From an optimization exercise on the open Yosys and OpenROAD flow, aimed at small area; shortcuts taken in it are not production practice. Function was checked by simulation only, so behaviour that the tests miss may differ from the original. Power figures rest on the tool's default switching activity, not on a simulated workload.

===== flow/run.sh =====
#!/bin/bash
# Layout flow: the standard ORFS flow (standard.sh), with
#  - plain buf_1 cells as the port buffers (every input and output port still
#    gets its own buffer; repair_design resizes them where needed), and
#  - clock tree synthesis without dummy loads.
# Each tool's full output goes to a log file in this folder (ORFS also keeps
# its per-step logs under orfs/logs).
set -euo pipefail
export BUFFER_PORTS_ARGS="-buffer_cell sky130_fd_sc_hd__buf_1"
export CTS_ARGS="-sink_clustering_enable -repair_clock_nets -dont_use_dummy_load"
bash standard.sh > flow_standard.log 2>&1

===== standard.sh =====
#!/bin/bash
# synth_recipe.tcl (not shown) runs the flow's synth.tcl, then flattens the netlist and writes it again
# the make line also repeats each setting of config.mk as NAME=value (left out here)
make -C /OpenROAD-flow-scripts/flow DESIGN_CONFIG=/design/flow/config.mk WORK_HOME=/design/flow/orfs CLKGATE_MAP_FILE= SYNTH_SCRIPT=/design/flow/synth_recipe.tcl "${@:-finish}"

===== config.mk =====
export PLATFORM = sky130hd
export DESIGN_NAME = vga_status_overlay
export DESIGN_NICKNAME = vga_status_overlay
export VERILOG_FILES = /design/flow/design.v
export SDC_FILE = /design/flow/constraint.sdc
export NUM_CORES = 4
export LEC_CHECK = 0
export ABC_AREA = 1
export CAP_MARGIN = 20
export CORE_MARGIN = 2
export CORE_UTILIZATION = 40
export SLEW_MARGIN = 20

===== constraint.sdc =====
create_clock -name core_clock -period 20.0 [get_ports {pix_clk}]
set_input_delay 4.0000 -clock core_clock [delete_from_list [all_inputs] [get_ports {pix_clk}]]
set_output_delay 4.0000 -clock core_clock [all_outputs]
set_load 0.01 [all_outputs]

===== design.v =====
`timescale 1ns/1ps
module font8x8_basic (
    input  wire [7:0] char_code,    
    input  wire [2:0] row,          
    output reg  [7:0] row_bits      
);
    always @* begin
        row_bits = 8'b0000_0000;
        case (char_code)
            "0": begin
                case (row)
                    3'd1: row_bits = 8'b0011_1100;
                    3'd2: row_bits = 8'b0100_0010;
                    3'd3: row_bits = 8'b0100_0010;
                    3'd4: row_bits = 8'b0100_0010;
                    3'd5: row_bits = 8'b0100_0010;
                    3'd6: row_bits = 8'b0011_1100;
                    default: ;
                endcase
            end
            "1": begin
                case (row)
                    3'd1: row_bits = 8'b0001_1000;
                    3'd2: row_bits = 8'b0010_1000;
                    3'd3: row_bits = 8'b0000_1000;
                    3'd4: row_bits = 8'b0000_1000;
                    3'd5: row_bits = 8'b0000_1000;
                    3'd6: row_bits = 8'b0011_1110;
                    default: ;
                endcase
            end
            "2": begin
                case (row)
                    3'd1: row_bits = 8'b0011_1100;
                    3'd2: row_bits = 8'b0100_0010;
                    3'd3: row_bits = 8'b0000_0100;
                    3'd4: row_bits = 8'b0000_1000;
                    3'd5: row_bits = 8'b0001_0000;
                    3'd6: row_bits = 8'b0111_1110;
                    default: ;
                endcase
            end
            "3": begin
                case (row)
                    3'd1: row_bits = 8'b0011_1100;
                    3'd2: row_bits = 8'b0100_0010;
                    3'd3: row_bits = 8'b0000_1100;
                    3'd4: row_bits = 8'b0000_1100;
                    3'd5: row_bits = 8'b0100_0010;
                    3'd6: row_bits = 8'b0011_1100;
                    default: ;
                endcase
            end
            "5": begin
                case (row)
                    3'd1: row_bits = 8'b0111_1110;
                    3'd2: row_bits = 8'b0100_0000;
                    3'd3: row_bits = 8'b0111_1100;
                    3'd4: row_bits = 8'b0000_0010;
                    3'd5: row_bits = 8'b0100_0010;
                    3'd6: row_bits = 8'b0011_1100;
                    default: ;
                endcase
            end
            "6": begin
                case (row)
                    3'd1: row_bits = 8'b0011_1100;
                    3'd2: row_bits = 8'b0100_0000;
                    3'd3: row_bits = 8'b0111_1100;
                    3'd4: row_bits = 8'b0100_0010;
                    3'd5: row_bits = 8'b0100_0010;
                    3'd6: row_bits = 8'b0011_1100;
                    default: ;
                endcase
            end
            "7": begin
                case (row)
                    3'd1: row_bits = 8'b0111_1110;
                    3'd2: row_bits = 8'b0000_0010;
                    3'd3: row_bits = 8'b0000_0100;
                    3'd4: row_bits = 8'b0000_1000;
                    3'd5: row_bits = 8'b0001_0000;
                    3'd6: row_bits = 8'b0001_0000;
                    default: ;
                endcase
            end
            "8": begin
                case (row)
                    3'd1: row_bits = 8'b0011_1100;
                    3'd2: row_bits = 8'b0100_0010;
                    3'd3: row_bits = 8'b0011_1100;
                    3'd4: row_bits = 8'b0100_0010;
                    3'd5: row_bits = 8'b0100_0010;
                    3'd6: row_bits = 8'b0011_1100;
                    default: ;
                endcase
            end
            "9": begin
                case (row)
                    3'd1: row_bits = 8'b0011_1100;
                    3'd2: row_bits = 8'b0100_0010;
                    3'd3: row_bits = 8'b0100_0010;
                    3'd4: row_bits = 8'b0011_1110;
                    3'd5: row_bits = 8'b0000_0010;
                    3'd6: row_bits = 8'b0011_1100;
                    default: ;
                endcase
            end
            "T": begin
                case (row)
                    3'd1: row_bits = 8'b0111_1110;
                    3'd2: row_bits = 8'b0001_1000;
                    3'd3: row_bits = 8'b0001_1000;
                    3'd4: row_bits = 8'b0001_1000;
                    3'd5: row_bits = 8'b0001_1000;
                    3'd6: row_bits = 8'b0001_1000;
                    default: ;
                endcase
            end
            "E": begin
                case (row)
                    3'd1: row_bits = 8'b0111_1110;
                    3'd2: row_bits = 8'b0100_0000;
                    3'd3: row_bits = 8'b0111_1100;
                    3'd4: row_bits = 8'b0100_0000;
                    3'd5: row_bits = 8'b0100_0000;
                    3'd6: row_bits = 8'b0111_1110;
                    default: ;
                endcase
            end
            "M": begin
                case (row)
                    3'd1: row_bits = 8'b0100_0010;
                    3'd2: row_bits = 8'b0110_0110;
                    3'd3: row_bits = 8'b0101_1010;
                    3'd4: row_bits = 8'b0100_0010;
                    3'd5: row_bits = 8'b0100_0010;
                    3'd6: row_bits = 8'b0100_0010;
                    default: ;
                endcase
            end
            "P": begin
                case (row)
                    3'd1: row_bits = 8'b0111_1100;
                    3'd2: row_bits = 8'b0100_0010;
                    3'd3: row_bits = 8'b0111_1100;
                    3'd4: row_bits = 8'b0100_0000;
                    3'd5: row_bits = 8'b0100_0000;
                    3'd6: row_bits = 8'b0100_0000;
                    default: ;
                endcase
            end
            "A": begin
                case (row)
                    3'd1: row_bits = 8'b0011_1100;
                    3'd2: row_bits = 8'b0100_0010;
                    3'd3: row_bits = 8'b0100_0010;
                    3'd4: row_bits = 8'b0111_1110;
                    3'd5: row_bits = 8'b0100_0010;
                    3'd6: row_bits = 8'b0100_0010;
                    default: ;
                endcase
            end
            "N": begin
                case (row)
                    3'd1: row_bits = 8'b0100_0010;
                    3'd2: row_bits = 8'b0110_0010;
                    3'd3: row_bits = 8'b0101_0010;
                    3'd4: row_bits = 8'b0100_1010;
                    3'd5: row_bits = 8'b0100_0110;
                    3'd6: row_bits = 8'b0100_0010;
                    default: ;
                endcase
            end
            "I": begin
                case (row)
                    3'd1: row_bits = 8'b0011_1100;
                    3'd2: row_bits = 8'b0001_1000;
                    3'd3: row_bits = 8'b0001_1000;
                    3'd4: row_bits = 8'b0001_1000;
                    3'd5: row_bits = 8'b0001_1000;
                    3'd6: row_bits = 8'b0011_1100;
                    default: ;
                endcase
            end
            "R": begin
                case (row)
                    3'd1: row_bits = 8'b0111_1100;
                    3'd2: row_bits = 8'b0100_0010;
                    3'd3: row_bits = 8'b0111_1100;
                    3'd4: row_bits = 8'b0100_1000;
                    3'd5: row_bits = 8'b0100_0100;
                    3'd6: row_bits = 8'b0100_0010;
                    default: ;
                endcase
            end
            "F": begin
                case (row)
                    3'd1: row_bits = 8'b0111_1110;
                    3'd2: row_bits = 8'b0100_0000;
                    3'd3: row_bits = 8'b0111_1100;
                    3'd4: row_bits = 8'b0100_0000;
                    3'd5: row_bits = 8'b0100_0000;
                    3'd6: row_bits = 8'b0100_0000;
                    default: ;
                endcase
            end
            "O": begin
                case (row)
                    3'd1: row_bits = 8'b0011_1100;
                    3'd2: row_bits = 8'b0100_0010;
                    3'd3: row_bits = 8'b0100_0010;
                    3'd4: row_bits = 8'b0100_0010;
                    3'd5: row_bits = 8'b0100_0010;
                    3'd6: row_bits = 8'b0011_1100;
                    default: ;
                endcase
            end
            "S": begin
                case (row)
                    3'd1: row_bits = 8'b0011_1110;
                    3'd2: row_bits = 8'b0100_0000;
                    3'd3: row_bits = 8'b0011_1100;
                    3'd4: row_bits = 8'b0000_0010;
                    3'd5: row_bits = 8'b0000_0010;
                    3'd6: row_bits = 8'b0111_1100;
                    default: ;
                endcase
            end
            "V": begin
                case (row)
                    3'd1: row_bits = 8'b0100_0010;
                    3'd2: row_bits = 8'b0100_0010;
                    3'd3: row_bits = 8'b0100_0010;
                    3'd4: row_bits = 8'b0010_0100;
                    3'd5: row_bits = 8'b0010_0100;
                    3'd6: row_bits = 8'b0001_1000;
                    default: ;
                endcase
            end
            "Y": begin
                case (row)
                    3'd1: row_bits = 8'b0100_0010;
                    3'd2: row_bits = 8'b0010_0100;
                    3'd3: row_bits = 8'b0001_1000;
                    3'd4: row_bits = 8'b0001_1000;
                    3'd5: row_bits = 8'b0001_1000;
                    3'd6: row_bits = 8'b0001_1000;
                    default: ;
                endcase
            end
           "4": begin
                case (row)
                    3'd1: row_bits = 8'b0000_1100;
                    3'd2: row_bits = 8'b0001_0100;
                    3'd3: row_bits = 8'b0010_0100;
                    3'd4: row_bits = 8'b0111_1110;
                    3'd5: row_bits = 8'b0000_0100;
                    3'd6: row_bits = 8'b0000_0100;
                    default: ;
                endcase
            end
            " ": begin
            end
            default: begin
            end
        endcase
    end
endmodule
`timescale 1ns/1ps
module vga_char_glyph #(
    parameter integer CH_W = 8,
    parameter integer CH_H = 8
)(
    input  wire       clk_pix,
    input  wire       rst_pix,
    input  wire [9:0] hcount,        
    input  wire [9:0] vcount,
    input  wire       active_video,  
    input  wire [9:0] x0,            
    input  wire [9:0] y0,            
    input  wire [7:0] char_code,     
    output reg        pixel_on       
);
    wire in_box =
        active_video &&
        (hcount >= x0) && (hcount < x0 + CH_W) &&
        (vcount >= y0) && (vcount < y0 + CH_H);
    wire [9:0] rel_x = hcount - x0;
    wire [9:0] rel_y = vcount - y0;
    wire [2:0] col = rel_x[2:0];    
    wire [2:0] row = rel_y[2:0];    
    wire [7:0] row_bits;
    font8x8_basic u_font (
        .char_code(char_code),
        .row      (row),
        .row_bits (row_bits)
    );
    wire font_bit = row_bits[7 - col];
    always @(posedge clk_pix) begin
        if (rst_pix) begin
            pixel_on <= 1'b0;
        end else begin
            pixel_on <= in_box && font_bit;
        end
    end
endmodule
`timescale 1ns/1ps
module vga_status_overlay #(
    parameter signed [15:0] TEMP_Q15_COLD = 16'sd4096,
    parameter signed [15:0] TEMP_Q15_HOT  = 16'sd16384
)(
    input  wire        pix_clk,
    input  wire        rst,
    input  wire [9:0]  hcount,
    input  wire [9:0]  vcount,
    input  wire        active_video,
    input  wire        frame_tick,
    input  wire [11:0] rgb_bg,
    input  wire  signed [15:0] sample_q15,
    input  wire  signed [15:0] duty_q15,
    input  wire         fan_temp_on,
    input  wire         fan_manual_on,
    input  wire         fan_pir_on,
    input  wire         fan_on,
    input  wire [7:0]   uart_tx_byte,
    input  wire         uart_tx_vld,
    input  wire         byte_accepted,
    input  wire  signed [15:0] theta_q15,
    input  wire         pir_active,
    input  wire         pir_rise,
    input  wire  signed [15:0] enc_pos,
    input  wire                enc_step_pulse,
    input  wire                enc_dir,
    input  wire        sw_temp_en,
    input  wire        sw_manual_en,
    input  wire        sw_pir_en,
    output reg  [11:0] rgb_out
);
    wire [9:0] h = hcount;
    wire [9:0] v = vcount;
    reg rst_q, rst_qq;
    always @(posedge pix_clk) begin
        rst_q  <= rst;
        rst_qq <= rst_q;
    end
    wire s1_clr = rst_q | rst_qq;         
    wire ld     = frame_tick & ~rst;      
    wire ld_v   = ld & ~s1_clr;           
    reg [6:0]  st_s0, st_s1;       
    reg [15:0] smp_s0, smp_s1;
    reg [8:0]  dty_s0;             
    reg [7:0]  dty_s1;             
    reg [15:0] th_s0;
    reg [8:0]  th_s1;              
    reg        th_s1_neg;
    reg [7:0]  txb_s0, txb_s1;
    reg [4:0]  ev_s0, ev_s1;       
    reg        dir_s0, dir_s1;
    reg [15:0] enc_s0, enc_s1;
    reg [17:0] th_y;
    reg [8:0]  th_deg;
    reg        th_c, th_a;
    integer    tci;
    always @* begin
        th_c = 1'b0;
        for (tci = 0; tci < 18; tci = tci + 1) begin
            th_a = (tci >= 2 && tci < 17) ? th_s0[tci-2] : 1'b0;
            th_y[tci] = (tci < 15 ? th_s0[tci] : 1'b0) ^ th_a ^ th_c;
            th_c = ((tci < 15 ? th_s0[tci] : 1'b0) & th_a) |
                   (th_c & ((tci < 15 ? th_s0[tci] : 1'b0) ^ th_a));
        end
        th_c = 1'b0;
        for (tci = 3; tci < 12; tci = tci + 1)
            th_c = (th_y[tci] & th_y[tci-3]) | (th_c & (th_y[tci] ^ th_y[tci-3]));
        for (tci = 12; tci < 21; tci = tci + 1) begin
            th_a = (tci < 18) ? th_y[tci] : 1'b0;
            th_deg[tci-12] = th_a ^ th_y[tci-3] ^ th_c;
            th_c = (th_a & th_y[tci-3]) | (th_c & (th_a ^ th_y[tci-3]));
        end
    end
    always @(posedge pix_clk) begin
        st_s0  <= {fan_temp_on, fan_manual_on, fan_pir_on, fan_on,
                   sw_temp_en, sw_manual_en, sw_pir_en};
        st_s1  <= st_s0;
        smp_s0 <= sample_q15;
        smp_s1 <= smp_s0;
        dty_s0 <= duty_q15[15:7];
        dty_s1 <= dty_s0[8] ? 8'd0 : dty_s0[7:0];
        th_s0  <= theta_q15;
        th_s1  <= th_deg;
        th_s1_neg <= th_s0[15];
        txb_s0 <= uart_tx_byte;
        txb_s1 <= txb_s0;
        ev_s0  <= {uart_tx_vld, byte_accepted, pir_rise, enc_step_pulse, pir_active};
        ev_s1  <= ev_s0;
        dir_s0 <= enc_dir;
        dir_s1 <= dir_s0;
        enc_s1 <= enc_s0;
    end
    always @(posedge pix_clk)
        enc_s0 <= rst ? 16'd0 : enc_pos;
    wire [4:0] ev = ev_s1 & {5{~s1_clr}};    
    wire tx_vld_sync = ev[4];
    wire ba_sync     = ev[3];
    wire pir_rise_s1 = ev[2];
    wire enc_step_s1 = ev[1];
    wire pir_act_s1  = ev[0];
    reg [3:0] ev_prev;    
    always @(posedge pix_clk)
        ev_prev <= ev[4:1];
    wire tx_vld_rise = tx_vld_sync & ~ev_prev[3];
    wire ba_rise     = ba_sync     & ~ev_prev[2];
    wire pir_rise_px = pir_rise_s1 & ~ev_prev[1];
    wire enc_step_px = enc_step_s1 & ~ev_prev[0];
    reg [6:0] st_pix;
    reg [7:0] temp_code;       
    reg [7:0] temp_h;          
    reg [7:0] duty_pix;        
    reg [8:0] deg;             
    wire [15:0] smp = smp_s1;
    wire        smp_lo = smp[15] | (smp[15:12] == 4'd0) |
                         (smp[15:0] == 16'd4096);
    wire        smp_hi = (smp[15:14] != 2'b00);
    wire [13:0] t_delta = {smp[13] ~^ smp[12], ~smp[12], smp[11:0]};   
    reg  [8:0]  t_q128;
    reg         t_c, t_a;
    integer     tqi;
    always @* begin
        t_c = 1'b0;
        for (tqi = 2; tqi < 7; tqi = tqi + 1)
            t_c = (t_delta[tqi] & t_delta[tqi-2]) | (t_c & (t_delta[tqi] ^ t_delta[tqi-2]));
        for (tqi = 7; tqi < 16; tqi = tqi + 1) begin
            t_a = (tqi < 14) ? t_delta[tqi] : 1'b0;
            t_q128[tqi-7] = t_a ^ t_delta[tqi-2] ^ t_c;
            t_c = (t_a & t_delta[tqi-2]) | (t_c & (t_a ^ t_delta[tqi-2]));
        end
    end
    reg  [7:0]  t_div3;
    reg  [1:0]  t_rem;
    reg  [2:0]  t_x;
    integer     ti;
    always @* begin
        t_rem = 2'd0;
        t_div3 = 8'd0;
        for (ti = 8; ti >= 0; ti = ti - 1) begin
            t_x = {t_rem, t_q128[ti]};
            case (t_x)
                3'd0: begin t_rem = 2'd0; if (ti < 8) t_div3[ti] = 1'b0; end
                3'd1: begin t_rem = 2'd1; if (ti < 8) t_div3[ti] = 1'b0; end
                3'd2: begin t_rem = 2'd2; if (ti < 8) t_div3[ti] = 1'b0; end
                3'd3: begin t_rem = 2'd0; if (ti < 8) t_div3[ti] = 1'b1; end
                3'd4: begin t_rem = 2'd1; if (ti < 8) t_div3[ti] = 1'b1; end
                default: begin t_rem = 2'd2; if (ti < 8) t_div3[ti] = 1'b1; end
            endcase
        end
    end
    wire [7:0]  t_height = smp_lo ? 8'd0 : smp_hi ? 8'd159 : t_div3;
    always @(posedge pix_clk) begin
        if (rst) begin
            st_pix    <= 7'd0;
            temp_code <= 8'd0;
            temp_h    <= 8'd0;
            duty_pix  <= 8'd0;
            deg       <= 9'd0;
        end else if (frame_tick) begin
            st_pix    <= s1_clr ? 7'd0 : st_s1;
            temp_code <= s1_clr ? 8'd0 : smp[15:8];
            temp_h    <= s1_clr ? 8'd0 : t_height;
            duty_pix  <= s1_clr ? 8'd0 : dty_s1;
            deg       <= (s1_clr | th_s1_neg) ? 9'd0 : th_s1;
        end
    end
    wire fan_temp_pix   = st_pix[6];
    wire fan_manual_pix = st_pix[5];
    wire fan_pir_pix    = st_pix[4];
    wire fan_on_pix     = st_pix[3];
    wire sw_temp_pix    = st_pix[2];
    wire sw_manual_pix  = st_pix[1];
    wire sw_pir_pix     = st_pix[0];
    reg [7:0] rot_h;           
    reg       enc_chg_d1, enc_chg;
    reg       enc_dir_pix;
    wire [7:0] enc_mag = enc_s1[15] ? (~enc_s1[15:8] + {7'd0, enc_s1[7:0] == 8'd0})
                                    : enc_s1[15:8];
    always @(posedge pix_clk) begin
        rot_h       <= (rst | rst_q) ? 8'd10 : enc_mag + 8'd10;
        enc_dir_pix <= (rst | s1_clr) ? 1'b0 : dir_s1;
        enc_chg_d1  <= (rst | rst_q) ? 1'b0 : (enc_s0 != enc_s1);
        enc_chg     <= rst ? 1'b0 : enc_chg_d1;
    end
    reg [5:0] pir_cnt;  reg pir_nz;
    reg [5:0] rot_cnt;  reg rot_nz;
    reg [7:0] ul;        
    reg [15:0] ucount;
    reg [7:0]  uart_acc;
    localparam [7:0] UL_SEED = 8'h01;
    function [7:0] ul_step;    
        input [7:0] s;
        ul_step = {s[6:0], s[7] ^ s[5] ^ s[4] ^ s[3]};
    endfunction
    localparam [7:0] UL_LAST = 8'h80;    
    always @(posedge pix_clk) begin
        if (rst) begin
            pir_cnt <= 6'd0; pir_nz <= 1'b0;
            rot_cnt <= 6'd0; rot_nz <= 1'b0;
            ul      <= 8'd0;
            ucount  <= 16'd0;
            uart_acc <= 8'd0;
        end else begin
            if (pir_rise_px) begin
                pir_cnt <= 6'd63; pir_nz <= 1'b1;
            end else if (frame_tick && pir_nz)
                pir_cnt <= pir_cnt - 6'd1;
            if (enc_chg || enc_step_px) begin
                rot_cnt <= 6'd63; rot_nz <= 1'b1;
            end else if (frame_tick && rot_nz)
                rot_cnt <= rot_cnt - 6'd1;
            if (tx_vld_rise)
                ul <= UL_SEED;
            else if (frame_tick && ul != 8'd0)
                ul <= (ul == UL_LAST) ? 8'd0 : ul_step(ul);
            if (ba_rise) begin
                ucount   <= ucount + 16'd1;
                uart_acc <= txb_s1;
            end
        end
    end
    function [7:0] font8;
        input [4:0] c;
        input [2:0] r;
        begin
            case ({c, r})
                {5'd1, 3'd1}: font8 = 8'b00111100;  
                {5'd1, 3'd2}: font8 = 8'b01000010;  
                {5'd1, 3'd3}: font8 = 8'b01000010;  
                {5'd1, 3'd4}: font8 = 8'b01000010;  
                {5'd1, 3'd5}: font8 = 8'b01000010;  
                {5'd1, 3'd6}: font8 = 8'b00111100;  
                {5'd2, 3'd1}: font8 = 8'b01111110;  
                {5'd2, 3'd2}: font8 = 8'b01000000;  
                {5'd2, 3'd3}: font8 = 8'b01111100;  
                {5'd2, 3'd4}: font8 = 8'b00000010;  
                {5'd2, 3'd5}: font8 = 8'b01000010;  
                {5'd2, 3'd6}: font8 = 8'b00111100;  
                {5'd3, 3'd1}: font8 = 8'b00111100;  
                {5'd3, 3'd2}: font8 = 8'b01000000;  
                {5'd3, 3'd3}: font8 = 8'b01111100;  
                {5'd3, 3'd4}: font8 = 8'b01000010;  
                {5'd3, 3'd5}: font8 = 8'b01000010;  
                {5'd3, 3'd6}: font8 = 8'b00111100;  
                {5'd4, 3'd1}: font8 = 8'b01111110;  
                {5'd4, 3'd2}: font8 = 8'b00000010;  
                {5'd4, 3'd3}: font8 = 8'b00000100;  
                {5'd4, 3'd4}: font8 = 8'b00001000;  
                {5'd4, 3'd5}: font8 = 8'b00010000;  
                {5'd4, 3'd6}: font8 = 8'b00010000;  
                {5'd5, 3'd1}: font8 = 8'b00111100;  
                {5'd5, 3'd2}: font8 = 8'b01000010;  
                {5'd5, 3'd3}: font8 = 8'b01000010;  
                {5'd5, 3'd4}: font8 = 8'b00111110;  
                {5'd5, 3'd5}: font8 = 8'b00000010;  
                {5'd5, 3'd6}: font8 = 8'b00111100;  
                {5'd6, 3'd1}: font8 = 8'b00111100;  
                {5'd6, 3'd2}: font8 = 8'b01000010;  
                {5'd6, 3'd3}: font8 = 8'b01000010;  
                {5'd6, 3'd4}: font8 = 8'b01111110;  
                {5'd6, 3'd5}: font8 = 8'b01000010;  
                {5'd6, 3'd6}: font8 = 8'b01000010;  
                {5'd7, 3'd1}: font8 = 8'b01111110;  
                {5'd7, 3'd2}: font8 = 8'b01000000;  
                {5'd7, 3'd3}: font8 = 8'b01111100;  
                {5'd7, 3'd4}: font8 = 8'b01000000;  
                {5'd7, 3'd5}: font8 = 8'b01000000;  
                {5'd7, 3'd6}: font8 = 8'b01111110;  
                {5'd8, 3'd1}: font8 = 8'b01111110;  
                {5'd8, 3'd2}: font8 = 8'b01000000;  
                {5'd8, 3'd3}: font8 = 8'b01111100;  
                {5'd8, 3'd4}: font8 = 8'b01000000;  
                {5'd8, 3'd5}: font8 = 8'b01000000;  
                {5'd8, 3'd6}: font8 = 8'b01000000;  
                {5'd9, 3'd1}: font8 = 8'b00111100;  
                {5'd9, 3'd2}: font8 = 8'b00011000;  
                {5'd9, 3'd3}: font8 = 8'b00011000;  
                {5'd9, 3'd4}: font8 = 8'b00011000;  
                {5'd9, 3'd5}: font8 = 8'b00011000;  
                {5'd9, 3'd6}: font8 = 8'b00111100;  
                {5'd10, 3'd1}: font8 = 8'b01000010;  
                {5'd10, 3'd2}: font8 = 8'b01100110;  
                {5'd10, 3'd3}: font8 = 8'b01011010;  
                {5'd10, 3'd4}: font8 = 8'b01000010;  
                {5'd10, 3'd5}: font8 = 8'b01000010;  
                {5'd10, 3'd6}: font8 = 8'b01000010;  
                {5'd11, 3'd1}: font8 = 8'b01000010;  
                {5'd11, 3'd2}: font8 = 8'b01100010;  
                {5'd11, 3'd3}: font8 = 8'b01010010;  
                {5'd11, 3'd4}: font8 = 8'b01001010;  
                {5'd11, 3'd5}: font8 = 8'b01000110;  
                {5'd11, 3'd6}: font8 = 8'b01000010;  
                {5'd12, 3'd1}: font8 = 8'b00111100;  
                {5'd12, 3'd2}: font8 = 8'b01000010;  
                {5'd12, 3'd3}: font8 = 8'b01000010;  
                {5'd12, 3'd4}: font8 = 8'b01000010;  
                {5'd12, 3'd5}: font8 = 8'b01000010;  
                {5'd12, 3'd6}: font8 = 8'b00111100;  
                {5'd13, 3'd1}: font8 = 8'b01111100;  
                {5'd13, 3'd2}: font8 = 8'b01000010;  
                {5'd13, 3'd3}: font8 = 8'b01111100;  
                {5'd13, 3'd4}: font8 = 8'b01000000;  
                {5'd13, 3'd5}: font8 = 8'b01000000;  
                {5'd13, 3'd6}: font8 = 8'b01000000;  
                {5'd14, 3'd1}: font8 = 8'b01111100;  
                {5'd14, 3'd2}: font8 = 8'b01000010;  
                {5'd14, 3'd3}: font8 = 8'b01111100;  
                {5'd14, 3'd4}: font8 = 8'b01001000;  
                {5'd14, 3'd5}: font8 = 8'b01000100;  
                {5'd14, 3'd6}: font8 = 8'b01000010;  
                {5'd15, 3'd1}: font8 = 8'b00111110;  
                {5'd15, 3'd2}: font8 = 8'b01000000;  
                {5'd15, 3'd3}: font8 = 8'b00111100;  
                {5'd15, 3'd4}: font8 = 8'b00000010;  
                {5'd15, 3'd5}: font8 = 8'b00000010;  
                {5'd15, 3'd6}: font8 = 8'b01111100;  
                {5'd16, 3'd1}: font8 = 8'b01111110;  
                {5'd16, 3'd2}: font8 = 8'b00011000;  
                {5'd16, 3'd3}: font8 = 8'b00011000;  
                {5'd16, 3'd4}: font8 = 8'b00011000;  
                {5'd16, 3'd5}: font8 = 8'b00011000;  
                {5'd16, 3'd6}: font8 = 8'b00011000;  
                {5'd17, 3'd1}: font8 = 8'b01000010;  
                {5'd17, 3'd2}: font8 = 8'b01000010;  
                {5'd17, 3'd3}: font8 = 8'b01000010;  
                {5'd17, 3'd4}: font8 = 8'b00100100;  
                {5'd17, 3'd5}: font8 = 8'b00100100;  
                {5'd17, 3'd6}: font8 = 8'b00011000;  
                {5'd18, 3'd1}: font8 = 8'b01000010;  
                {5'd18, 3'd2}: font8 = 8'b00100100;  
                {5'd18, 3'd3}: font8 = 8'b00011000;  
                {5'd18, 3'd4}: font8 = 8'b00011000;  
                {5'd18, 3'd5}: font8 = 8'b00011000;  
                {5'd18, 3'd6}: font8 = 8'b00011000;  
                default: font8 = 8'd0;
            endcase
        end
    endfunction
    function [4:0] leg_char;
        input [7:0] q;
        case (q)
            8'd87: leg_char = 5'd16;
            8'd88: leg_char = 5'd16;
            8'd89: leg_char = 5'd12;
            8'd90: leg_char = 5'd12;
            8'd91: leg_char = 5'd8;
            8'd92: leg_char = 5'd8;
            8'd107: leg_char = 5'd16;
            8'd108: leg_char = 5'd16;
            8'd109: leg_char = 5'd10;
            8'd110: leg_char = 5'd10;
            8'd111: leg_char = 5'd13;
            8'd112: leg_char = 5'd13;
            8'd127: leg_char = 5'd15;
            8'd128: leg_char = 5'd15;
            8'd129: leg_char = 5'd14;
            8'd130: leg_char = 5'd14;
            8'd131: leg_char = 5'd17;
            8'd132: leg_char = 5'd17;
            8'd147: leg_char = 5'd15;
            8'd148: leg_char = 5'd15;
            8'd149: leg_char = 5'd18;
            8'd150: leg_char = 5'd18;
            8'd151: leg_char = 5'd15;
            8'd152: leg_char = 5'd15;
            default: leg_char = 5'd0;
        endcase
    endfunction
    function [4:0] fan_char;
        input [6:0] q;
        case (q)
            7'd41: fan_char = 5'd10;
            7'd42: fan_char = 5'd6;
            7'd43: fan_char = 5'd11;
            7'd51: fan_char = 5'd16;
            7'd52: fan_char = 5'd7;
            7'd53: fan_char = 5'd10;
            7'd54: fan_char = 5'd13;
            7'd61: fan_char = 5'd13;
            7'd62: fan_char = 5'd9;
            7'd63: fan_char = 5'd14;
            7'd71: fan_char = 5'd8;
            7'd72: fan_char = 5'd6;
            7'd73: fan_char = 5'd11;
            default: fan_char = 5'd0;
        endcase
    endfunction
    function [4:0] t60_char;
        input [6:0] q;
        case (q)
            7'd57: t60_char = 5'd3;
            7'd58: t60_char = 5'd1;
            7'd59: t60_char = 5'd8;
            default: t60_char = 5'd0;
        endcase
    endfunction
    function [4:0] t75_char;
        input [6:0] q;
        case (q)
            7'd57: t75_char = 5'd4;
            7'd58: t75_char = 5'd2;
            7'd59: t75_char = 5'd8;
            default: t75_char = 5'd0;
        endcase
    endfunction
    function [4:0] t90_char;
        input [6:0] q;
        case (q)
            7'd57: t90_char = 5'd5;
            7'd58: t90_char = 5'd1;
            7'd59: t90_char = 5'd8;
            default: t90_char = 5'd0;
        endcase
    endfunction
    function ge10;    
        input [9:0] a;
        input [9:0] b;
        integer i;
        reg r;
        begin
            r = 1'b1;
            for (i = 0; i < 10; i = i + 1)
                r = b[i] ? (a[i] & r) : (a[i] | r);
            ge10 = r;
        end
    endfunction
    function inr;     
        input [9:0] a;
        input [9:0] lo;
        input [9:0] hi;
        inr = ge10(a, lo) & ge10(hi, a);
    endfunction
    wire in_leg_txt = inr(v, 10'd20, 10'd27);
    wire in_fan_txt = inr(v, 10'd40, 10'd47);
    wire in_t60     = inr(v, 10'd432, 10'd439);
    wire in_t75     = inr(v, 10'd358, 10'd365);
    wire in_t90     = inr(v, 10'd285, 10'd292);
    wire [4:0] tch = (in_leg_txt ? leg_char(h[9:2]) : 5'd0) |
                     (in_fan_txt ? fan_char(h[9:3]) : 5'd0) |
                     (in_t60     ? t60_char(h[9:3]) : 5'd0) |
                     (in_t75     ? t75_char(h[9:3]) : 5'd0) |
                     (in_t90     ? t90_char(h[9:3]) : 5'd0);
    wire [2:0] trow = v[2:0] - (in_leg_txt ? 3'd4 : in_t75 ? 3'd6 : in_t90 ? 3'd5 : 3'd0);
    wire [2:0] tcol = {h[2] ^ in_leg_txt, h[1:0]};
    wire [7:0] tbits = font8(tch, trow);
    wire       tpix  = active_video & tbits[~tcol];
    reg text_q, tick_q;
    always @(posedge pix_clk) begin
        if (rst) begin
            text_q <= 1'b0;
            tick_q <= 1'b0;
        end else begin
            text_q <= tpix & (in_leg_txt | in_fan_txt);
            tick_q <= tpix & (in_t60 | in_t75 | in_t90);
        end
    end
    wire vb_td = inr(v, 10'd429, 10'd435);
    wire box_t = vb_td && inr(h, 10'd488, 10'd504);
    wire box_d = vb_td && inr(h, 10'd568, 10'd584);
    wire box_h = inr(v, 10'd132, 10'd138) && inr(h, 10'd328, 10'd344);
    wire box_u = inr(v, 10'd114, 10'd120) && inr(h, 10'd388, 10'd410);
    wire [6:0] pct = ge10({3'd0, duty_pix[7:1]}, 10'd101) ? 7'd100 : duty_pix[7:1];
    wire [8:0] dval = box_t ? {1'b0, temp_code} :
                      box_d ? {2'b00, pct} : deg;
    function [3:0] add3;
        input [3:0] x;
        case (x)
            4'd5: add3 = 4'd8;
            4'd6: add3 = 4'd9;
            4'd7: add3 = 4'd10;
            4'd8: add3 = 4'd11;
            4'd9: add3 = 4'd12;
            default: add3 = x;
        endcase
    endfunction
    reg [11:0] bcd;
    integer bi;
    always @* begin
        bcd = 12'd0;
        for (bi = 8; bi >= 0; bi = bi - 1) begin
            bcd = {add3(bcd[11:8]), add3(bcd[7:4]), add3(bcd[3:0])};
            bcd = {bcd[10:0], dval[bi]};
        end
    end
    wire [4:0] xw = h[4:0] - (box_u ? 5'd4 : box_d ? 5'd24 : 5'd8);
    reg [1:0] didx;
    reg [2:0] dcol;
    always @* begin
        case (xw)
            5'd0, 5'd1, 5'd2, 5'd3, 5'd4, 5'd5:       didx = 2'd0;
            5'd6, 5'd7, 5'd8, 5'd9, 5'd10, 5'd11:     didx = 2'd1;
            5'd12, 5'd13, 5'd14, 5'd15, 5'd16, 5'd17: didx = 2'd2;
            default:                                  didx = 2'd3;
        endcase
        case (xw)
            5'd0, 5'd6, 5'd12, 5'd18: dcol = 3'd0;
            5'd1, 5'd7, 5'd13, 5'd19: dcol = 3'd1;
            5'd2, 5'd8, 5'd14, 5'd20: dcol = 3'd2;
            5'd3, 5'd9, 5'd15, 5'd21: dcol = 3'd3;
            5'd4, 5'd10, 5'd16, 5'd22: dcol = 3'd4;
            default:                  dcol = 3'd5;
        endcase
    end
    wire [2:0] drow = v[2:0] - (box_u ? 3'd2 : box_h ? 3'd4 : 3'd5);
    reg [3:0] dsel;
    always @* begin
        if (box_u) begin
            case (didx)
                2'd0: dsel = ucount[15:12];
                2'd1: dsel = ucount[11:8];
                2'd2: dsel = ucount[7:4];
                default: dsel = ucount[3:0];
            endcase
        end else begin
            case (didx)
                2'd0: dsel = bcd[11:8];
                2'd1: dsel = bcd[7:4];
                default: dsel = bcd[3:0];
            endcase
        end
    end
    function [34:0] digit_5x7_bitmap;
        input [3:0] d;
        begin
            case (d)
                4'd0: digit_5x7_bitmap = 35'b01110_10001_10011_10101_11001_10001_01110;
                4'd1: digit_5x7_bitmap = 35'b00100_01100_00100_00100_00100_00100_01110;
                4'd2: digit_5x7_bitmap = 35'b01110_10001_00001_00010_00100_01000_11111;
                4'd3: digit_5x7_bitmap = 35'b01110_10001_00001_00110_00001_10001_01110;
                4'd4: digit_5x7_bitmap = 35'b00010_00110_01010_10010_11111_00010_00010;
                4'd5: digit_5x7_bitmap = 35'b11111_10000_11110_00001_00001_10001_01110;
                4'd6: digit_5x7_bitmap = 35'b00110_01000_10000_11110_10001_10001_01110;
                4'd7: digit_5x7_bitmap = 35'b11111_00001_00010_00100_01000_01000_01000;
                4'd8: digit_5x7_bitmap = 35'b01110_10001_10001_01110_10001_10001_01110;
                4'd9: digit_5x7_bitmap = 35'b01110_10001_10001_01111_00001_00010_01100;
                default: digit_5x7_bitmap = 35'd0;
            endcase
        end
    endfunction
    wire [34:0] dbits = digit_5x7_bitmap(dsel);
    reg  [4:0]  drow_bits;
    always @* begin
        case (drow)
            3'd0: drow_bits = dbits[34:30];
            3'd1: drow_bits = dbits[29:25];
            3'd2: drow_bits = dbits[24:20];
            3'd3: drow_bits = dbits[19:15];
            3'd4: drow_bits = dbits[14:10];
            3'd5: drow_bits = dbits[9:5];
            default: drow_bits = dbits[4:0];
        endcase
    end
    reg dpix;
    always @* begin
        case (dcol)
            3'd0: dpix = drow_bits[4];
            3'd1: dpix = drow_bits[3];
            3'd2: dpix = drow_bits[2];
            3'd3: dpix = drow_bits[1];
            3'd4: dpix = drow_bits[0];
            default: dpix = 1'b0;
        endcase
    end
    wire digit_on = (box_t | box_d | box_h | box_u) && dpix;
    wire in_col0 = inr(h, 10'd320, 10'd399);
    wire in_col1 = inr(h, 10'd400, 10'd479);
    wire in_col2 = inr(h, 10'd480, 10'd559);
    wire in_col3 = inr(h, 10'd560, 10'd639);
    wire in_legend = inr(v, 10'd16, 10'd27);
    wire in_fanrow = inr(v, 10'd32, 10'd63);
    wire in_statrow = inr(v, 10'd64, 10'd95);
    wire temp_cold = ~ge10({2'd0, temp_h}, 10'd53);
    wire temp_hot  = ge10({2'd0, temp_h}, 10'd106);
    wire [2:0] hp_hi = h[9:5] == 5'd15 ? 3'd0 : h[9:5] == 5'd16 ? 3'd1 :
                       h[9:5] == 5'd17 ? 3'd2 : h[9:5] == 5'd18 ? 3'd3 : 3'd4;
    wire in_pir = inr(v, 10'd96, 10'd127) && inr(h, 10'd480, 10'd639) &&
                  (pir_nz ? ge10({4'd0, pir_cnt}, {4'd0, hp_hi, h[4:2]}) : (h == 10'd480));
    wire in_ubits = inr(v, 10'd102, 10'd121) && inr(h, 10'd324, 10'd475);
    reg ubit;
    always @* begin
        if (ge10(10'd342, h)) ubit = uart_acc[7];
        else if (ge10(10'd361, h)) ubit = uart_acc[6];
        else if (ge10(10'd380, h)) ubit = uart_acc[5];
        else if (ge10(10'd399, h)) ubit = uart_acc[4];
        else if (ge10(10'd418, h)) ubit = uart_acc[3];
        else if (ge10(10'd437, h)) ubit = uart_acc[2];
        else if (ge10(10'd456, h)) ubit = uart_acc[1];
        else                   ubit = uart_acc[0];
    end
    wire segr1 = inr(v, 10'd196, 10'd205);
    wire segr2 = inr(v, 10'd206, 10'd215);
    wire segc0 = inr(h, 10'd584, 10'd591);
    wire segc1 = inr(h, 10'd595, 10'd602);
    wire segc2 = inr(h, 10'd606, 10'd613);
    wire segc3 = inr(h, 10'd617, 10'd624);
    wire in_seg = (segr1 | segr2) & (segc0 | segc1 | segc2 | segc3);
    wire [6:0] dp = duty_pix[7:1];
    wire [9:0] dpx = {3'd0, dp};
    wire seg_lit = segr1 ? (segc0 ? ge10(dpx, 10'd13) : segc1 ? ge10(dpx, 10'd25) :
                            segc2 ? ge10(dpx, 10'd38) : ge10(dpx, 10'd50))
                         : (segc0 ? ge10(dpx, 10'd63) : segc1 ? ge10(dpx, 10'd75) :
                            segc2 ? ge10(dpx, 10'd88) : ge10(dpx, 10'd100));
    reg [8:0] vu;
    reg       vu_b;
    integer   vui;
    always @* begin
        vu_b = 1'b0;
        for (vui = 0; vui < 9; vui = vui + 1) begin
            vu[vui] = v[vui] ^ vu_b ^ ((9'd440 >> vui) & 1'b1);
            vu_b = ((9'd440 >> vui) & 1'b1) ? (v[vui] & vu_b) : (v[vui] | vu_b);
        end
    end
    wire v_le440 = ge10(10'd440, v);
    wire in_tbar = inr(h, 10'd488, 10'd507) && v_le440 && ge10({2'd0, temp_h}, {1'b0, vu});
    wire in_dbar = inr(h, 10'd568, 10'd587) && v_le440 && ge10({2'd0, duty_pix}, {1'b0, vu});
    wire in_rbar = inr(h, 10'd624, 10'd639) && ge10(10'd430, v) && ge10({2'd0, rot_h}, {1'b0, vu});
    wire in_tick = inr(h, 10'd482, 10'd487) &&
                   ((v == 10'd435) || (v == 10'd436) || (v == 10'd361) ||
                    (v == 10'd362) || (v == 10'd288) || (v == 10'd289));
    wire cx_mid = inr(h, 10'd597, 10'd602);
    wire cy_mid = inr(v, 10'd141, 10'd146);
    wire comp_N = cx_mid && inr(v, 10'd133, 10'd138);
    wire comp_S = cx_mid && inr(v, 10'd149, 10'd154);
    wire comp_W = cy_mid && inr(h, 10'd589, 10'd594);
    wire comp_E = cy_mid && inr(h, 10'd605, 10'd610);
    wire comp_C = cx_mid && cy_mid;
    wire [9:0] degx = {1'b0, deg};
    wire d45 = ge10(degx, 10'd45), d135 = ge10(degx, 10'd135);
    wire d225 = ge10(degx, 10'd225), d315 = ge10(degx, 10'd315);
    wire dir_N = ~d45 | d315;
    wire dir_E = d45 & ~d135;
    wire dir_S = d135 & ~d225;
    wire dir_W = d225 & ~d315;
    wire [3:0] rl = rot_nz ? rot_cnt[5:2] : 4'd0;
    wire stat_sys_ok = fan_on_pix | pir_act_s1 | ba_sync;
    always @* begin
        if (!active_video)
            rgb_out = 12'h000;
        else if (text_q)
            rgb_out = 12'hFFF;
        else if (in_rbar)
            rgb_out = enc_dir_pix ? {1'b0, rl[3:1], rl, 4'h0} : {rl, 4'h0, 1'b0, rl[3:1]};
        else if ((comp_N && dir_N) || (comp_E && dir_E) || (comp_S && dir_S) || (comp_W && dir_W))
            rgb_out = 12'hFFF;
        else if (comp_N | comp_E | comp_S | comp_W | comp_C)
            rgb_out = 12'h888;
        else if (tick_q | in_tick)
            rgb_out = 12'hFFF;
        else if (digit_on)
            rgb_out = box_u ? 12'h0FF : 12'hFFF;
        else if (in_dbar)
            rgb_out = {4'h0, duty_pix[7:4], 4'h0};
        else if (in_tbar)
            rgb_out = temp_cold ? 12'h04F : temp_hot ? 12'hF00 : 12'h0F0;
        else if (in_seg)
            rgb_out = seg_lit ? 12'h0F0 : 12'h060;
        else if (in_ubits)
            rgb_out = ubit ? 12'h0FF : 12'h222;
        else if (in_pir)
            rgb_out = pir_act_s1 ? 12'h0F0 : 12'hFF0;
        else if (in_statrow && in_col0)
            rgb_out = (ul != 8'd0) ? 12'h0FF : 12'h222;
        else if (in_statrow && in_col1)
            rgb_out = temp_hot ? 12'hF00 : temp_cold ? 12'h00F : 12'h0F0;
        else if (in_statrow && in_col2)
            rgb_out = rot_nz ? 12'h0F0 : 12'h222;
        else if (in_statrow && in_col3)
            rgb_out = stat_sys_ok ? 12'hF0F : 12'h222;
        else if (in_fanrow && in_col0)
            rgb_out = !sw_manual_pix ? 12'h222 : fan_manual_pix ? 12'h04F : 12'h027;
        else if (in_fanrow && in_col1)
            rgb_out = !sw_temp_pix ? 12'h222 : fan_temp_pix ? 12'hF80 : 12'h630;
        else if (in_fanrow && in_col2)
            rgb_out = !sw_pir_pix ? 12'h222 : fan_pir_pix ? 12'h0F0 : 12'h050;
        else if (in_fanrow && in_col3)
            rgb_out = fan_on_pix ? 12'hFFF : 12'hF0F;
        else if (in_legend && in_col0)
            rgb_out = 12'h00F;
        else if (in_legend && in_col1)
            rgb_out = 12'h0F0;
        else if (in_legend && in_col2)
            rgb_out = 12'h0FF;
        else if (in_legend && in_col3)
            rgb_out = 12'hF0F;
        else
            rgb_out = rgb_bg;
    end
endmodule

==> flow_summary.json, run 1 <==
{
  "synthTopCellsByArea": "dfxtp_1 (32%), nand2_1 (11%), inv_1 (9.0%)",
  "rsz0062_at_grt": "false",
  "slew_headroom_pct": 28.1,
  "drt-total-wl_um": 47700,
  "placed_area_um2": 17100,
  "critPathSlowestCell": "nor2_1",
  "synth_edf_count": 0,
  "cts-root-buf": "clkbuf_16",
  "drv_cap": 0,
  "rr_startpoint": "th_s0[2]$_DFF_P_",
  "gr-usage-all-layers_pct": 22.4,
  "post_cts_resized": 0,
  "clockBufferDepth": 3,
  "grt_max_degree": 78,
  "cts_sinks": 254,
  "yosysTopAreaCellShare_pct": 31.5,
  "yosysTopAreaCell": "dfxtp_1",
  "crit_path_end_kind": "output pin",
  "vias": 15942,
  "drv_slew": 0,
  "r2r_end": "th_s1[7]$_DFF_P_",
  "hpwl_um": 38400,
  "synthArstFlopShare_pct": 0,
  "setup.worst_path.class": "in -> out",
  "core_area_um2": 39700,
  "route.antenna.remaining_nets": 0,
  "fin_crit_ps": 15250,
  "overflow": 0,
  "rows": 73,
  "initialDrtViolationCount": 1233,
  "p_leak_nw": 8.06,
  "synth_flop_cell": "dfxtp_1",
  "post_cts_buffers": 0,
  "drive_gt1_share_pct": 5.60,
  "synth.avg_cell_area_um2": 6.71,
  "cts_tree": "built",
  "grt_pass1_vias": 15042,
  "initial_utilization_pct": 40.6,
  "cp-start-kind": "primary input",
  "worstRegToRegCells": 25,
  "clk_pin_slew_ps": 60,
  "die_x_um": 205,
  "numPortBuffers": 125,
  "ff2ff_setup_slack_ps": 12420,
  "diodes": 0,
  "syn-num-nets": 2617,
  "via_per_inst": 5.24,
  "tightestPinTransition_ps": 1050,
  "routabilityCongestion": 0.966,
  "finalCritPeriodShare_pct": 76.2,
  "netlist_top_cells_count": "nand2_1 (487), inv_1 (387), nor2_1 (268), dfxtp_1 (254), a21oi_1 (210)",
  "remaining_drc_errors": 0,
  "outcome": "finished clean",
  "wire_per_inst_um": 15.7,
  "worstPathRequired_ps": 16000,
  "crit_fanout": 12,
  "worstSkewPairLatency_ps": 530,
  "ir_worst_vdd_mv": 0.0739,
  "die_area_um2": 41900,
  "antenna_found_initial": 0,
  "setup_viol": 0,
  "grt_pass1_wl_um": 75700,
  "pin_count": 133,
  "cts_buffers": 26,
  "utilization_pct": 44.7,
  "tns_ps": 0,
  "hold_path.class": "reg -> reg",
  "cp-startpoint": "hcount[7]",
  "syn_area_um2": 16100,
  "cts_max_level": 1,
  "cp-endpoint": "rgb_out[11]",
  "yosysUniqueCellTypes": 70,
  "ys_ff_latch": 254,
  "syn_to_final_growth_pct": 10.2,
  "first_pass_iters": 5,
  "die_h_um": 205,
  "hold_buffers": 0,
  "crit_top_cell": "nand2_1",
  "fin_area_um2": 17800,
  "max_freq_ghz": 0.0656,
  "hold_viol_final": 0,
  "slowest_delay_ps": 540,
  "yosys_warnings": 1,
  "cp.arrival_ps": 11250,
  "final_nets": 2734,
  "power_density_nw_per_um2": 70.4,
  "yosysMostFrequentCell": "nand2_1",
  "final.setup_skew_ps": 20.8,
  "synth-seq-area-share_pct": 31.5,
  "synth_cells": 2403
}
critical path, delay by kind of cell:
kind,cells,cell delay [ps]
AOI/OAI and AO/OA,5,1190
xor gates and xnor gates,1,160
adders and majority gates,3,760
buffers and inverters,9,1780
and+or+nand+nor,21,3320
metal layers:
metal  vias up  global-route usage [%]  wire length [um]
met5         -                       0                 0
met4         0                    8.46              1610
met3        90                    2.78              2430
met2       449                    38.8             22800
met1      7346                    28.4             20800
li1       8057                       -                 -
worst min-delay path by stage:
stage / startpoint / end / slack (ps) / depth (start not counted)
final: st_s0[2]$_DFF_P_ / st_s1[2]$_DFF_P_ / 320 / 0
after global routing: st_s0[2]$_DFF_P_ / st_s1[2]$_DFF_P_ / 320 / 0
after CTS: smp_s0[2]$_DFF_P_ / smp_s1[2]$_DFF_P_ / 320 / 0
after detailed placement: smp_s0[2]$_DFF_P_ / smp_s1[2]$_DFF_P_ / 310 / 0
after global placement: st_s0[6]$_DFF_P_ / st_s1[6]$_DFF_P_ / 310 / 0
after floorplan: dir_s0$_DFF_P_ / dir_s1$_DFF_P_ / 310 / 0
through the flow:
stage / power (mW) / instances / hold WS, ps / setup WS (ps)
global route: 1.33 / 3043 / 325 / 4300
floorplan: 0.776 / 2403 / 310 / 5940
detailed placement: 0.858 / 3016 / 312 / 4990
finish: 1.25 / 3043 / 323 / 4750
global placement: 0.850 / 3016 / 312 / 4990
CTS: 1.26 / 3042 / 324 / 4940
sequential cells by signal, indices dropped and copies added, names as in the netlist, 9 cells and up:
signal,flops
smp_s1,16
th_s1,9
deg,9
dty_s0,9
enc_s0,16
smp_s0,16
ucount,16
enc_s1,16
th_s0,16
placed cells by master (no fill, tap or decap), drive strengths merged, types with 9 or more instances in the layout:
| master | netlist | layout |
|---|---|---|
| nand3 | 124 | 124 |
| nor2 | 281 | 281 |
| a21oi | 214 | 214 |
| buf | 13 | 134 |
| dfxtp | 254 | 254 |
| or2 | 14 | 14 |
| nand2 | 515 | 515 |
| nand4 | 24 | 24 |
| o2111ai | 12 | 12 |
| ha | 64 | 64 |
| o31ai | 9 | 9 |
| nor4 | 20 | 20 |
| inv | 408 | 408 |
| o21ai | 166 | 166 |
| xor2 | 16 | 16 |
| clkbuf | 33 | 27 |
| o22ai | 15 | 15 |
| o21a | 10 | 10 |
| fa | 29 | 29 |
| a31oi | 22 | 22 |
| nor3 | 52 | 52 |
| a211oi | 9 | 9 |
| o211ai | 19 | 19 |
power breakdown:
part | switching [mW] | leakage [nW] | internal (mW)
logic | 0.190 | 5.63 | 0.0964
registers | 0.0201 | 2.11 | 0.543
clock network | 0.174 | 0.320 | 0.227
total | 0.384 | 8.06 | 0.866
cells by family after synthesis:
family / count (synthesis) / synth area share, %
and+or+nand+nor: 1042 / 28.4
adders and majority gates: 96 / 8.75
xor gates and xnor gates: 22 / 1.19
DFF: 254 / 31.5
buffers and inverters: 462 / 11.1
AOI/OAI and AO/OA: 527 / 19.0
final cells by class:
class	count	area (um2)
clock buffer	26	651
fill	4196	22000
inverter	416	1570
multi-input combinational	1687	9270
sequential	254	5080
tap	525	657
timing repair buffer	135	543
==> inputs of run 2 (changes only) <==
==> run.sh (new file) <==
#!/bin/bash
# synth_recipe.tcl (not shown) runs the flow's synth.tcl, then flattens the netlist and writes it again
# the make line also repeats each setting of config.mk as NAME=value (left out here)
make -C /OpenROAD-flow-scripts/flow DESIGN_CONFIG=/design/flow/config.mk WORK_HOME=/design/flow/orfs CLKGATE_MAP_FILE= SYNTH_SCRIPT=/design/flow/synth_recipe.tcl finish
removed: flow/run.sh
removed: standard.sh
==> flow_summary.json, run 2 <==
{
  "outcome": "finished clean",
  "synthAdderAreaFrac_pct": 8.75,
  "ir_worst_vdd_mv": 0.103,
  "p_leak_nw": 8.52,
  "worstSkewPairLatency_ps": 540,
  "final_nets": 2735,
  "hpwl_um": 39000,
  "fin_crit_ps": 16280,
  "syn_to_final_growth_pct": 16.6,
  "gr-usage-all-layers_pct": 22.8,
  "grt_max_degree": 78,
  "via_per_inst": 5.18,
  "routabilityCongestion": 0.970,
  "numPortBuffers": 125,
  "placed_area_um2": 17900,
  "cts_max_level": 1,
  "pin_count": 133,
  "setup_viol": 0,
  "synth_top_family_by_area": "simple AND/OR/NAND/NOR gates",
  "fillers": 4145,
  "final.setup_skew_ps": 17.6,
  "cp-start-kind": "primary input",
  "rows": 73,
  "syn_area_um2": 16100,
  "slew_headroom_pct": 23.2,
  "vias": 15881,
  "finalCritPeriodShare_pct": 81.4,
  "final_common_cell": "nand2_1",
  "worstPathRequired_ps": 16000,
  "ys_ff_latch": 254,
  "place_inst": 3017,
  "syn-num-nets": 2617,
  "yosys_warnings": 1,
  "utilization_pct": 47.3,
  "drv_slew": 0,
  "yosysTopAreaCell": "dfxtp_1",
  "synth-simple-area-share_pct": 28.4,
  "fin_cells": 3064,
  "crit_fanout": 12,
  "slowest_delay_ps": 820,
  "wire_per_inst_um": 15.7,
  "crit_top_cell": "nand2_1",
  "first_pass_iters": 5,
  "initial_utilization_pct": 40.6,
  "synth_edf_count": 0,
  "clk_pin_slew_ps": 60,
  "antenna_found_initial": 0,
  "grt_pass1_vias": 15008,
  "cts_sinks": 254,
  "yosysTopAreaCellShare_pct": 31.5,
  "multiInputGateArea_um2": 9260,
  "final.setup.worst_slack_ps": 3720,
  "drv_cap": 0,
  "crit_path_end_kind": "output pin",
  "hold_path.class": "reg -> reg",
  "cts-root-buf": "clkbuf_16",
  "post_cts_resized": 0,
  "hold_buffers": 0,
  "tns_ps": 0,
  "cts_tree": "built",
  "synthTopCellsByArea": "dfxtp_1 (32%), nand2_1 (11%), inv_1 (9.0%)",
  "post_cts_buffers": 0,
  "initialDrtViolationCount": 1171,
  "final_cell_mix": "nand2_1 (487), inv_1 (387), nor2_1 (268)",
  "die_x_um": 205,
  "synth-compound-area-share_pct": 19.0,
  "max_freq_ghz": 0.0614,
  "fin_area_um2": 18800,
  "hold_viol_final": 0,
  "route.antenna.remaining_nets": 0,
  "overflow": 0,
  "muxShareOfSynthArea_pct": 0,
  "grt_pass1_wl_um": 76900,
  "yosysUniqueCellTypes": 70,
  "synth_flop_cell": "dfxtp_1",
  "setup.worst_path.class": "in -> out",
  "cp.arrival_ps": 12280,
  "netlist_top_cells_count": "nand2_1 (487), inv_1 (387), nor2_1 (268), dfxtp_1 (254), a21oi_1 (210)",
  "power_density_nw_per_um2": 72.4,
  "pre_cts_slack_ps": 4030,
  "drive_gt1_share_pct": 6.26,
  "yosysMostFrequentCell": "nand2_1",
  "layout.area.seq_um2": 5080,
  "core_area_um2": 39700,
  "synthXorXnorAreaFrac_pct": 1.20,
  "tightestPinTransition_ps": 1140,
  "cts_buffers": 26,
  "synth.avg_cell_area_um2": 6.71,
  "synth_cells": 2403,
  "rsz0062_at_grt": "false",
  "die_h_um": 205,
  "remaining_drc_errors": 0,
  "clockBufferDepth": 3,
  "diodes": 0,
  "synth-seq-area-share_pct": 31.5,
  "die_area_um2": 41900,
  "synthArstFlopShare_pct": 0,
  "critPathSlowestCell": "clkdlybuf4s50_1",
  "drt-total-wl_um": 48200
}
-- run 2: cell counts after synthesis --
Identical to the previous run, type by type.
-- run 2: worst max-delay path: cells and delay by family --
kind / cells / cell delay (ps)
and+or+nand+nor: 20 / 3430
buffers and inverters: 9 / 2660
AOI/OAI and AO/OA: 5 / 1250
adders and majority gates: 3 / 760
xor gates and xnor gates: 1 / 160
-- run 2: kinds of logic (layout without fill, tap and decap cells) --
logic type / after synthesis / after routing
AOI/OAI and AO/OA: 527 / 527
buffers and inverters: 462 / 598
and+or+nand+nor: 1042 / 1042
xor gates and xnor gates: 22 / 22
DFF: 254 / 254
adders and majority gates: 96 / 96
-- run 2: path summary, 6_finish.rpt --
path	startpoint	slack (ps)	end	cells after the start
hold / removal	ev_s0[4]$_DFF_P_	320	ev_s1[4]$_DFF_P_	0
setup / recovery	hcount[7]	3720	rgb_out[11]	38
hold reg to reg	ev_s0[4]$_DFF_P_	320	ev_s1[4]$_DFF_P_	0
setup reg to reg	th_s0[0]$_DFF_P_	12460	th_s1[7]$_DFF_P_	25
-- run 2: final cells by class --
cell class / count / area share, %
Clock buffer: 33 / 3.93
Clock inverter: 13 / 0.832
Inverter: 416 / 8.34
Multi-Input combinational cell: 1687 / 49.3
Sequential cell: 254 / 27.1
Tap cell: 525 / 3.49
Timing Repair Buffer: 136 / 7.07
-- run 2: per-stage QoR --
step	hold WS, ps	power (mW)
2_1_floorplan	310	0.776
3_3_place_gp	310	0.868
3_5_place_dp	312	0.873
4_1_cts	326	1.37
5_1_grt	333	1.44
6_report	322	1.36
-- run 2: where the power goes --
group	total [mW]	internal, mW	switching (mW)
registers	0.563	0.543	0.0199
logic	0.301	0.112	0.189
clock network	0.497	0.300	0.197
-- run 2: routing by layer --
layer,part of all wire [%],GRT usage [%]
met1,45,29.5
met2,46,38.3
met3,5.9,3.60
met4,3.5,8.15
met5,0,0
==> inputs of run 3 (changes only) <==
==> flow/run.sh (new file) <==
#!/bin/bash
# Layout flow: the standard ORFS flow (standard.sh) with three changes:
#  - synthesis maps with an area-oriented ABC script (dc2; dch -f; map -a).
#    Everything else in synthesis is the standard script, so the registers
#    and their names are those of the standard synthesis;
#  - plain buf_1 cells as port buffers (every input and output port still
#    gets its own buffer; repair_design resizes them where needed);
#  - clock tree synthesis with small clock buffers and no dummy loads.
# Each tool's full output goes to a log file in this folder (ORFS also keeps
# its per-step logs under orfs/logs).
set -euo pipefail
here=$(pwd)
rm -rf "$here/scripts_area"
cp -r "$FLOW_HOME/scripts" "$here/scripts_area"
printf 'strash\ndc2\ndch -f\nmap -a\ntopo\nstime -c\n' > "$here/scripts_area/abc_area.script"
cp "$here/scripts_area/abc_area.script" "$here/scripts_area/abc_speed.script"
SCRIPTS_DIR="$here/scripts_area" bash standard.sh synth > flow_synth.log 2>&1
export BUFFER_PORTS_ARGS="-buffer_cell sky130_fd_sc_hd__buf_1"
export CTS_ARGS="-sink_clustering_enable -repair_clock_nets -dont_use_dummy_load -buf_list sky130_fd_sc_hd__clkbuf_16 -sink_clustering_size 20 -sink_clustering_max_diameter 80"
bash standard.sh > flow_layout.log 2>&1
==> standard.sh (new file) <==
#!/bin/bash
# synth_recipe.tcl (not shown) runs the flow's synth.tcl, then flattens the netlist and writes it again
# the make line also repeats each setting of config.mk as NAME=value (left out here)
make -C /OpenROAD-flow-scripts/flow DESIGN_CONFIG=/design/flow/config.mk WORK_HOME=/design/flow/orfs CLKGATE_MAP_FILE= SYNTH_SCRIPT=/design/flow/synth_recipe.tcl "${@:-finish}"
removed: run.sh
==> flow_summary.json, run 3 <==
{
  "outcome": "finished clean",
  "ff2ff_setup_slack_ps": 12410,
  "r2r_end": "th_s1[7]$_DFF_P_",
  "holdCritStartpoint": "smp_s0[11]$_DFF_P_",
  "fin_area_um2": 16300,
  "die_area_um2": 38300,
  "yosysUniqueCellTypes": 48,
  "initialDrtViolationCount": 1108,
  "wl_met2_um": 19900,
  "die_x_um": 196,
  "placed_area_um2": 15800,
  "cpLargestDelayFamily": "simple AND/OR/NAND/NOR gates",
  "wl_met3_um": 2510,
  "p_leak_nw": 6.02,
  "yosysMostFrequentCell": "clkinv_1",
  "synthArstFlopShare_pct": 0,
  "path_buf_inv": 10,
  "setup.worst_path.class": "in -> out",
  "synth.avg_cell_area_um2": 7.02,
  "remaining_drc_errors": 0,
  "ys_ff_latch": 254,
  "crit_cells": 43,
  "slowest_delay_ps": 550,
  "crit_top_cell": "nor2_1",
  "fin_crit_ps": 18200,
  "crit_fanout": 14,
  "setup_viol": 0,
  "met1_length_um": 18800,
  "hpwl_um": 34200,
  "layout.area.seq_um2": 5080,
  "highest_layer": "met5",
  "rr_startpoint": "th_s0[2]$_DFF_P_",
  "yosys_warnings": 1,
  "hold_viol_final": 0,
  "initial_utilization_pct": 40.4,
  "worstPathRequired_ps": 16000,
  "post_cts_buffers": 0,
  "synth_cells": 2092,
  "cp-start-kind": "primary input",
  "drv_slew": 0,
  "hold_buffers": 0,
  "wire_per_inst_um": 15.6,
  "yosysTopAreaCell": "dfxtp_1",
  "slew_headroom_pct": 28.1,
  "cts_max_level": 1,
  "worstSkewPairLatency_ps": 510,
  "final_nets": 2459,
  "synthTopCellsByArea": "dfxtp_1 (35%), clkinv_1 (9.8%), nor2_1 (9.2%)",
  "whs_endpoint": "smp_s1[11]$_DFF_P_",
  "cts_buffers": 19,
  "grt_pass1_wl_um": 68300,
  "fillers": 3803,
  "grt_pass1_vias": 13426,
  "syn-num-nets": 2306,
  "gr-usage-all-layers_pct": 21.8,
  "rows": 70,
  "critPathSlowestCell": "buf_1",
  "cp.arrival_ps": 14200,
  "clockBufferDepth": 3,
  "syn_to_final_growth_pct": 10.8,
  "tightestPinTransition_ps": 1070,
  "hold_path.class": "reg -> reg",
  "power_density_nw_per_um2": 70.3,
  "cts-root-buf": "clkbuf_16",
  "synth_flop_cell": "dfxtp_1",
  "synth_edf_count": 0,
  "multiInputGateArea_um2": 8170,
  "rsz0062_at_grt": "false",
  "overflow": 0,
  "antenna_found_initial": 1,
  "clk_pin_slew_ps": 80,
  "drv_cap": 0,
  "grt_max_degree": 55,
  "max_freq_ghz": 0.0550,
  "worstRegToRegCells": 25,
  "route.antenna.remaining_nets": 0,
  "final_common_cell": "clkinv_1",
  "drive_gt1_share_pct": 2.45,
  "routabilityCongestion": 0.970,
  "via_per_inst": 5.33,
  "pin_count": 133,
  "diodes": 0,
  "syn_area_um2": 14700,
  "utilization_pct": 44.8,
  "first_pass_iters": 6,
  "cts_tree": "built",
  "pre_cts_slack_ps": 2020,
  "numPortBuffers": 125,
  "finalCritPeriodShare_pct": 91.0,
  "core_area_um2": 36300,
  "hold_ws_ps": 307,
  "yosysTopAreaCellShare_pct": 34.6,
  "holdPathStages": 0,
  "crit_path_end_kind": "output pin",
  "synth-seq-area-share_pct": 34.6,
  "final.setup.worst_slack_ps": 1800,
  "post_cts_resized": 0,
  "drt-total-wl_um": 42200,
  "ir_worst_vdd_mv": 0.0583,
  "final.setup_skew_ps": 38.5,
  "netlist_top_cells_count": "clkinv_1 (385), nor2_1 (359), dfxtp_1 (254), nand2_1 (231), a21oi_1 (186)",
  "tns_ps": 0,
  "die_h_um": 196,
  "final_cell_mix": "clkinv_1 (385), nor2_1 (359), dfxtp_1 (254)",
  "cts_sinks": 254,
  "vias": 14448
}
[run 3: cell count changes after synthesis, moves of 12 or more]
cell and delta:
a21oi_1 -24, a22oi_1 +46, a31oi_1 +19, clkbuf_1 -33
clkinv_1 +378, inv_1 -387, inv_2 -19, nand2_1 -256
nand2_2 -20, nand3_1 -44, nor2_1 +91, o21ai_0 +12
[run 3: layout make-up]
class	count	area share, %
Clock buffer	19	2.92
Inverter	385	8.88
Multi-Input combinational cell	1453	50.2
Sequential cell	254	31.2
Tap cell	468	3.60
Timing Repair Buffer	132	3.21
[run 3: per-layer routing]
layer  vias up  global-route usage (%)
met5         -                       0
met4         2                    5.70
met3        54                    2.58
met2       436                    37.8
met1      6589                    28.9
li1       7367                       -
[run 3: worst max-delay path by stage]
stage | startpoint | end
floorplan | vcount[0] | rgb_out[9]
global placement | hcount[6] | rgb_out[9]
global route | hcount[7] | rgb_out[9]
detailed placement | hcount[5] | rgb_out[9]
CTS | hcount[5] | rgb_out[9]
finish | hcount[5] | rgb_out[9]
[run 3: stage by stage]
stage / power, mW / cells
2_1_floorplan: 0.748 / 2092
3_3_place_gp: 0.820 / 2692
3_5_place_dp: 0.825 / 2692
4_1_cts: 1.16 / 2711
5_1_grt: 1.22 / 2711
6_report: 1.14 / 2711
[run 3: cells by family after synthesis]
logic type | Yosys count | share of synthesized area [%]
fa+ha+maj | 93 | 9.40
simple gates | 775 | 22.0
flops | 254 | 34.6
buf+inv | 385 | 9.84
xor+xnor | 24 | 1.43
mux | 1 | 0.0766
compound gates | 560 | 22.7
[run 3: report_power, final]
| part | internal (mW) | switching [mW] | total (mW) |
|---|---|---|---|
| clock | 0.168 | 0.162 | 0.330 |
| combinational | 0.0886 | 0.165 | 0.254 |
| sequential | 0.541 | 0.0192 | 0.560 |
| total | 0.797 | 0.347 | 1.14 |
[run 3: worst reg2reg max path, cell delays in order (launching register included)]
cell,delay [ps]
dfxtp_1,340
ha_1,160
clkinv_1,70
fa_1,370
fa_1,390
fa_1,390
fa_1,400
fa_1,390
fa_1,390
fa_1,390
fa_1,370
clkinv_1,60
fa_1,170
clkinv_1,80
fa_1,480
clkinv_1,140
fa_1,460
fa_1,400
fa_1,390
fa_1,390
fa_1,370
clkinv_1,60
fa_1,150
clkinv_1,60
ha_1,180
fa_1,430

-- re-timing with driven ports --
Ports are ideal in the flow. The routed layouts listed here were re-timed in OpenROAD.
Step 1, drivers: a clkbuf_16 drives pix_clk and a buf_2 each remaining input, both assumed.
Step 2, shift: input delay + t, output delay - t, t = (earliest + latest rising clock arrival at the registers) / 2. This alone moves slack from input paths to output paths.
Slacks: ideal / step 1 / step 2; pairs: ideal / step 1.
run | shift t [ns] | slack for setup (ns) | worst setup path after step 2 | slew at the worst register clock pin (ns) | pins driven straight from the clock port
run 1 | 0.572 | 4.751 / 4.682 / 4.682 | input to output | 0.06 / 0.06 | 1
run 2 | 0.584 | 3.718 / 3.689 / 3.689 | input to output | 0.08 / 0.08 | 1
run 3 | 0.551 | 1.803 / 1.769 / 1.769 | input to output | 0.08 / 0.08 | 1
After both steps setup and hold are still met in every run listed. The setup slack of run 1, which loses most, moves by -0.069 ns with the drivers and by -0.069 ns with both steps.
